Context: an optimization exercise on an open-source flow, tuned for small area, a short achievable clock period and few clock cycles. The choices shown serve that exercise and are no tape-out recipe. RTL that was checked went through simulation tests only; none was proved equivalent to the original.

==> v35: inputs <==
==> flow/design.v <==
module seq_gcd (
        clk,
        rst_n,
        load_i,
        a_i,
        b_i,
        gcd_o,
        done_o
);
        input wire clk;
        input wire rst_n;
        input wire load_i;
        input wire [31:0] a_i;
        input wire [31:0] b_i;
        output wire [31:0] gcd_o;
        output reg done_o;
        reg [32:0] x;
        reg [31:0] y;
        reg [4:0] k;
        reg busy, rs, h;
        wire xs = x[32];
        wire xnz = |x;
        wire ynz = |y;
        wire strip = ~x[0] & ~y[0] & xnz & ynz;
        wire caseA = ~x[0] & ynz;
        wire caseC = x[0] & y[0];
        wire xoff = strip | ~(caseA | caseC);
        wire yoff = caseA & ~strip;
        wire inv = caseC & ~xs;
        wire [32:0] xg = x & {33{~xoff}};
        wire [32:0] yg = {1'b0, y & {32{~yoff}}} ^ {33{inv}};
        wire [17:0] c;
        wire [32:0] s;
        assign c[0] = inv;
        assign {c[1], s[1:0]} = xg[1:0] + yg[1:0] + c[0];
        assign {c[2], s[3:2]} = xg[3:2] + yg[3:2] + c[1];
        assign {c[3], s[5:4]} = xg[5:4] + yg[5:4] + c[2];
        assign {c[4], s[7:6]} = xg[7:6] + yg[7:6] + c[3];
        assign {c[5], s[9:8]} = xg[9:8] + yg[9:8] + c[4];
        assign {c[6], s[11:10]} = xg[11:10] + yg[11:10] + c[5];
        assign {c[7], s[13:12]} = xg[13:12] + yg[13:12] + c[6];
        assign {c[8], s[15:14]} = xg[15:14] + yg[15:14] + c[7];
        assign {c[9], s[17:16]} = xg[17:16] + yg[17:16] + c[8];
        assign {c[10], s[19:18]} = xg[19:18] + yg[19:18] + c[9];
        assign {c[11], s[21:20]} = xg[21:20] + yg[21:20] + c[10];
        assign {c[12], s[23:22]} = xg[23:22] + yg[23:22] + c[11];
        assign {c[13], s[25:24]} = xg[25:24] + yg[25:24] + c[12];
        assign {c[14], s[27:26]} = xg[27:26] + yg[27:26] + c[13];
        assign {c[15], s[29:28]} = xg[29:28] + yg[29:28] + c[14];
        assign {c[16], s[31:30]} = xg[31:30] + yg[31:30] + c[15];
        assign {c[17], s[32:32]} = xg[32:32] + yg[32:32] + c[16];
        wire [32:0] v1 = {s[32], s[32:1]};
        wire tA = ~strip & ~s[1] & ~s[2];
        wire [32:0] v2 = tA ? {{2{s[32]}}, v1[32:2]} : v1;
        wire tB = ~strip & (tA ? ~s[3] : ~s[1]);
        wire [32:0] xn = tB ? {v2[32], v2[32:1]} : v2;
        wire [31:0] xa = {x[31:1] ^ {31{xs}}, x[0]};
        wire keepy = yoff | (caseC & (s[32] == xs));
        wire [31:0] yr = keepy ? y : xa;
        wire fin = ~strip & ((caseC & ~|s) | ~xnz);
        wire kz = (k == 5'd0);
        always @(posedge clk) begin
                if (~busy) begin
                        x <= {1'b0, a_i};
                        y <= b_i;
                        k <= 5'd0;
                        rs <= 1'b0;
                        h <= 1'b0;
                end else if (rs) begin
                        x <= xn;
                        y <= {y[30:0], 1'b0};
                        k <= k - 5'd1;
                end else begin
                        x <= xn;
                        y <= yr;
                        h <= strip & ~h;
                        if (strip & ~h)
                                k <= k + 5'd1;
                        if (fin & ~kz)
                                rs <= 1'b1;
                end
        end
        always @(posedge clk or negedge rst_n) begin
                if (~rst_n) begin
                        busy <= 1'b0;
                        done_o <= 1'b0;
                end else begin
                        busy <= load_i | (busy & ~done_o);
                        done_o <= busy & ~done_o & (rs ? (k == 5'd1) : (fin & kz));
                end
        end
        assign gcd_o = y;
endmodule
==> flow/flow/run.sh <==
#!/bin/bash
# Standard layout, with every port buffered by a sky130_fd_sc_hd__buf_1 instead of the
# cell buffer_ports picks by default.
set -euo pipefail
export BUFFER_PORTS_ARGS="-buffer_cell sky130_fd_sc_hd__buf_1"
bash standard.sh "BUFFER_PORTS_ARGS=$BUFFER_PORTS_ARGS" finish > standard.log 2>&1
==> flow/standard.sh <==
#!/bin/bash
# synth_recipe.tcl (not shown) runs the flow's synth.tcl, then flattens the netlist and writes it again
# the make line also repeats each setting of config.mk as NAME=value (left out here)
make -C /OpenROAD-flow-scripts/flow DESIGN_CONFIG=/design/flow/config.mk WORK_HOME=/design/flow/orfs CLKGATE_MAP_FILE= SYNTH_SCRIPT=/design/flow/synth_recipe.tcl "${@:-finish}"
==> flow/config.mk <==
export PLATFORM = sky130hd
export DESIGN_NAME = seq_gcd
export DESIGN_NICKNAME = seq_gcd
export VERILOG_FILES = /design/flow/design.v
export SDC_FILE = /design/flow/constraint.sdc
export NUM_CORES = 4
export LEC_CHECK = 0
export CAP_MARGIN = 20
export CORE_MARGIN = 2
export CORE_UTILIZATION = 40
export CTS_BUF_LIST = sky130_fd_sc_hd__clkbuf_8
export SLEW_MARGIN = 20
==> flow/constraint.sdc <==
create_clock -name core_clock -period 80.0 [get_ports {clk}]
set_input_delay 16.0000 -clock core_clock [delete_from_list [all_inputs] [get_ports {clk}]]
set_output_delay 16.0000 -clock core_clock [all_outputs]
set_load 0.01 [all_outputs]
==> inputs of v8, as changes to v35 <==
==> flow/design.v, changed modules only <==
module seq_gcd (
        clk,
        rst_n,
        load_i,
        a_i,
        b_i,
        gcd_o,
        done_o
);
        input wire clk;
        input wire rst_n;
        input wire load_i;
        input wire [31:0] a_i;
        input wire [31:0] b_i;
        output wire [31:0] gcd_o;
        output reg done_o;
        reg [31:0] x, y;
        reg [4:0] k;
        reg busy, rs, h;
        wire xnz = |x;
        wire ynz = |y;
        wire strip = ~x[0] & ~y[0] & xnz & ynz;
        wire caseA = ~x[0] & ynz;
        wire caseC = x[0] & y[0];
        wire add = caseC & (x[1] ^ y[1]);
        wire sub = ~add;
        wire [31:0] P;
        wire [31:0] Q;
        wire [32:0] cp, cq;
        assign cp[0] = sub;
        assign cq[0] = 1'b1;
        genvar g;
        generate
                for (g = 0; g < 32; g = g + 1) begin : rip
                        wire yb = (y[g] & caseC) ^ sub;
                        wire xb = ~(x[g] & caseC);
                        assign P[g] = x[g] ^ yb ^ cp[g];
                        assign cp[g+1] = (x[g] & yb) | (x[g] & cp[g]) | (yb & cp[g]);
                        assign Q[g] = y[g] ^ xb ^ cq[g];
                        assign cq[g+1] = (y[g] & xb) | (y[g] & cq[g]) | (xb & cq[g]);
                end
        endgenerate
        wire xgty = ~cq[32];
        wire keepy = (caseA & ~strip) | (caseC & xgty);
        wire usep = (caseA & ~strip) | (caseC & (add | xgty));
        wire [32:0] sel = usep ? {add & cp[32], P} : {1'b0, Q};
        wire [31:0] v1 = sel[32:1];
        wire tA = ~strip & ~sel[1] & ~sel[2];
        wire [31:0] v2 = tA ? {2'b0, v1[31:2]} : v1;
        wire tB = ~strip & (tA ? ~sel[3] : ~sel[1]);
        wire [31:0] xn = tB ? {1'b0, v2[31:1]} : v2;
        wire [31:0] yr = keepy ? y : x;
        wire fin = ~strip & ((x == y) | ~xnz);
        wire kz = (k == 5'd0);
        always @(posedge clk) begin
                if (~busy) begin
                        x <= a_i;
                        y <= b_i;
                        k <= 5'd0;
                        rs <= 1'b0;
                        h <= 1'b0;
                end else if (rs) begin
                        x <= xn;
                        y <= {y[30:0], 1'b0};
                        k <= k - 5'd1;
                end else begin
                        x <= xn;
                        y <= yr;
                        h <= strip & ~h;
                        if (strip & ~h)
                                k <= k + 5'd1;
                        if (fin & ~kz)
                                rs <= 1'b1;
                end
        end
        always @(posedge clk or negedge rst_n) begin
                if (~rst_n) begin
                        busy <= 1'b0;
                        done_o <= 1'b0;
                end else begin
                        busy <= load_i | (busy & ~done_o);
                        done_o <= busy & ~done_o & (rs ? (k == 5'd1) : (fin & kz));
                end
        end
        assign gcd_o = y;
endmodule
CTS_BUF_LIST = unset   (was sky130_fd_sc_hd__clkbuf_8)
==> inputs of v23, as changes to v35 <==
==> flow/design.v, changed modules only <==
module seq_gcd_step #(parameter W = 0, parameter FS = 0) (
        input  wire [32:0] x,
        input  wire [31:0] y,
        input  wire        h,
        input  wire        xnz,
        input  wire        ynz,
        output wire [32:0] xn,
        output wire [31:0] yn,
        output wire        hn,
        output wire        kinc,
        output wire        fin,
        output wire        xnz_n,
        output wire        ynz_n
);
        wire xs = x[32];
        wire strip = ~x[0] & ~y[0] & xnz & ynz;
        wire caseA = ~x[0] & ynz;
        wire caseC = x[0] & y[0];
        wire caseB = ~caseA & ~caseC;
        wire xoff = strip | caseB;
        wire yoff = caseA & ~strip;
        wire inv = caseC & ~xs;
        wire [32:0] xg = x & {33{~xoff}};
        wire [32:0] yg = {1'b0, y & {32{~yoff}}} ^ {33{inv}};
        wire [32:0] s;
        generate
                if (W == 0) begin : one
                        assign s = xg + yg + {32'd0, inv};
                end else begin : chunks
                        localparam NB = FS ? 32 : 33;
                        localparam N = (NB + W - 1) / W;
                        wire [N:0] c;
                        assign c[0] = inv;
                        genvar g;
                        for (g = 0; g < N; g = g + 1) begin : ch
                                localparam LO = g * W;
                                localparam HI = (LO + W > NB) ? NB - 1 : LO + W - 1;
                                assign {c[g+1], s[HI:LO]} = xg[HI:LO] + yg[HI:LO] + c[g];
                        end
                        if (FS) begin : fs
                                wire [32:0] t = xg[31:0] + yg[31:0] + {31'd0, inv};
                                assign s[32] = xg[32] ^ yg[32] ^ t[32];
                        end
                end
        endgenerate
        wire sz = ~|s;
        wire [32:0] v1 = {s[32], s[32:1]};
        wire tA = ~strip & ~s[1] & ~s[2];
        wire [32:0] v2 = tA ? {{2{s[32]}}, v1[32:2]} : v1;
        wire tB = ~strip & (tA ? ~s[3] : ~s[1]);
        assign xn = tB ? {v2[32], v2[32:1]} : v2;
        wire [31:0] xa = {x[31:1] ^ {31{xs}}, x[0]};
        wire keepy = yoff | (caseC & (s[32] == xs));
        assign yn = keepy ? y : xa;
        assign hn = strip & ~h;
        assign kinc = strip & ~h;
        assign fin = ~strip & ((caseC & sz) | ~xnz);
        assign xnz_n = ~((caseC & sz) | ~xnz | (caseB & ~ynz));
        assign ynz_n = xnz | ynz;
endmodule
module seq_gcd (
        clk,
        rst_n,
        load_i,
        a_i,
        b_i,
        gcd_o,
        done_o
);
        input wire clk;
        input wire rst_n;
        input wire load_i;
        input wire [31:0] a_i;
        input wire [31:0] b_i;
        output wire [31:0] gcd_o;
        output reg done_o;
        reg [32:0] x;
        reg [31:0] y;
        reg [4:0] k;
        reg busy, rs, h;
        wire [32:0] x1, x2;
        wire [31:0] y1, y2;
        wire h1, h2, ki1, ki2, fin1, fin2, xnz1, ynz1, xnz2, ynz2;
        seq_gcd_step #(.W(3), .FS(1)) st1 (
                .x(x), .y(y), .h(h), .xnz(|x), .ynz(|y),
                .xn(x1), .yn(y1), .hn(h1), .kinc(ki1), .fin(fin1),
                .xnz_n(xnz1), .ynz_n(ynz1));
        seq_gcd_step #(.W(3)) st2 (
                .x(x1), .y(y1), .h(h1), .xnz(xnz1), .ynz(ynz1),
                .xn(x2), .yn(y2), .hn(h2), .kinc(ki2), .fin(fin2),
                .xnz_n(xnz2), .ynz_n(ynz2));
        wire fin = fin1 | fin2;
        wire kz = (k == 5'd0);
        always @(posedge clk) begin
                if (~busy) begin
                        x <= {1'b0, a_i};
                        y <= b_i;
                        k <= 5'd0;
                        rs <= 1'b0;
                        h <= 1'b0;
                end else if (rs) begin
                        x <= x2;
                        y <= {y[30:0], 1'b0};
                        k <= k - 5'd1;
                end else begin
                        x <= x2;
                        y <= y2;
                        h <= h2;
                        k <= k + {4'd0, ki1} + {4'd0, ki2};
                        if (fin & ~kz)
                                rs <= 1'b1;
                end
        end
        always @(posedge clk or negedge rst_n) begin
                if (~rst_n) begin
                        busy <= 1'b0;
                        done_o <= 1'b0;
                end else begin
                        busy <= load_i | (busy & ~done_o);
                        done_o <= busy & ~done_o & (rs ? (k == 5'd1) : (fin & kz));
                end
        end
        assign gcd_o = y;
endmodule
ABC_AREA = 1   (was unset)
==> qor summary <==
item	v23	v35	v8
Result of the run	no timing/DRC/antenna violations	no timing/DRC/antenna violations	no timing/DRC/antenna violations
Cell count after placement	1866	926	1163
Number of synthesized flops with an enable pin	0	32	32
Largest stage delay, worst path	500 ps	590 ps	560 ps
Fin worst setup slack	62940 ps	62850 ps	62880 ps
Share of the yosys chip area belonging to registers	0.155	0.305	0.239
Largest fanout on the critical path	6	9	6
Amount of wire on met2 after detailed routing	13.6 mm	6.72 mm	10.6 mm
Area overhead of the layout relative to synthesis	7.81%	11.3%	10.5%
Post-synthesis instance area	9610 µm²	5930 µm²	7510 µm²
WL final	33.1 mm	16.3 mm	23.6 mm
Detailed-routing iteration count for the pre-antenna-repair pass	5	5	6
Worst path arrival time	1060 ps	1150 ps	1120 ps
Cells after synthesis	1517	687	881
Layout buffer count excluding clock buffers	111	107	114
Testbench counts of v35, summed over its fixed seeds: cycles 55,907.
Testbench counts of v23, summed over its fixed seeds: cycles 31,604.
No functional check of the RTL was part of v8.

==> static timing again, ports no longer ideal <==
How much do the figures lean on ideal ports? The routed layouts below were timed once more, with nothing changed but the port constraints.
Step 1 assumes that a clkbuf_16 drives the clock port and a buf_2 every other input.
Step 2 moves the port delays by t, midway between the first and last clock arrival at a register: inputs arrive t later, outputs are due t later. That takes back most of the time a late clock gives input paths.
Slacks: ideal ports / drivers / drivers and shift; pairs: ideal ports / drivers.
| run | t, ns | slack for setup (ns) | latest minus earliest clock arrival (ns) | worst data-port slew with drivers (ns) |
|---|---|---|---|---|
| v35 | 0.400 | 62.852 / 62.819 / 63.220 | 0.014 / 0.015 | 0.04 |
| v8 | 0.403 | 62.881 / 62.836 / 63.167 | 0.008 / 0.008 | 0.04 |
| v23 | 0.415 | 62.944 / 62.903 / 63.318 | 0.018 / 0.018 | 0.05 |
After both steps every run listed still meets setup and hold.
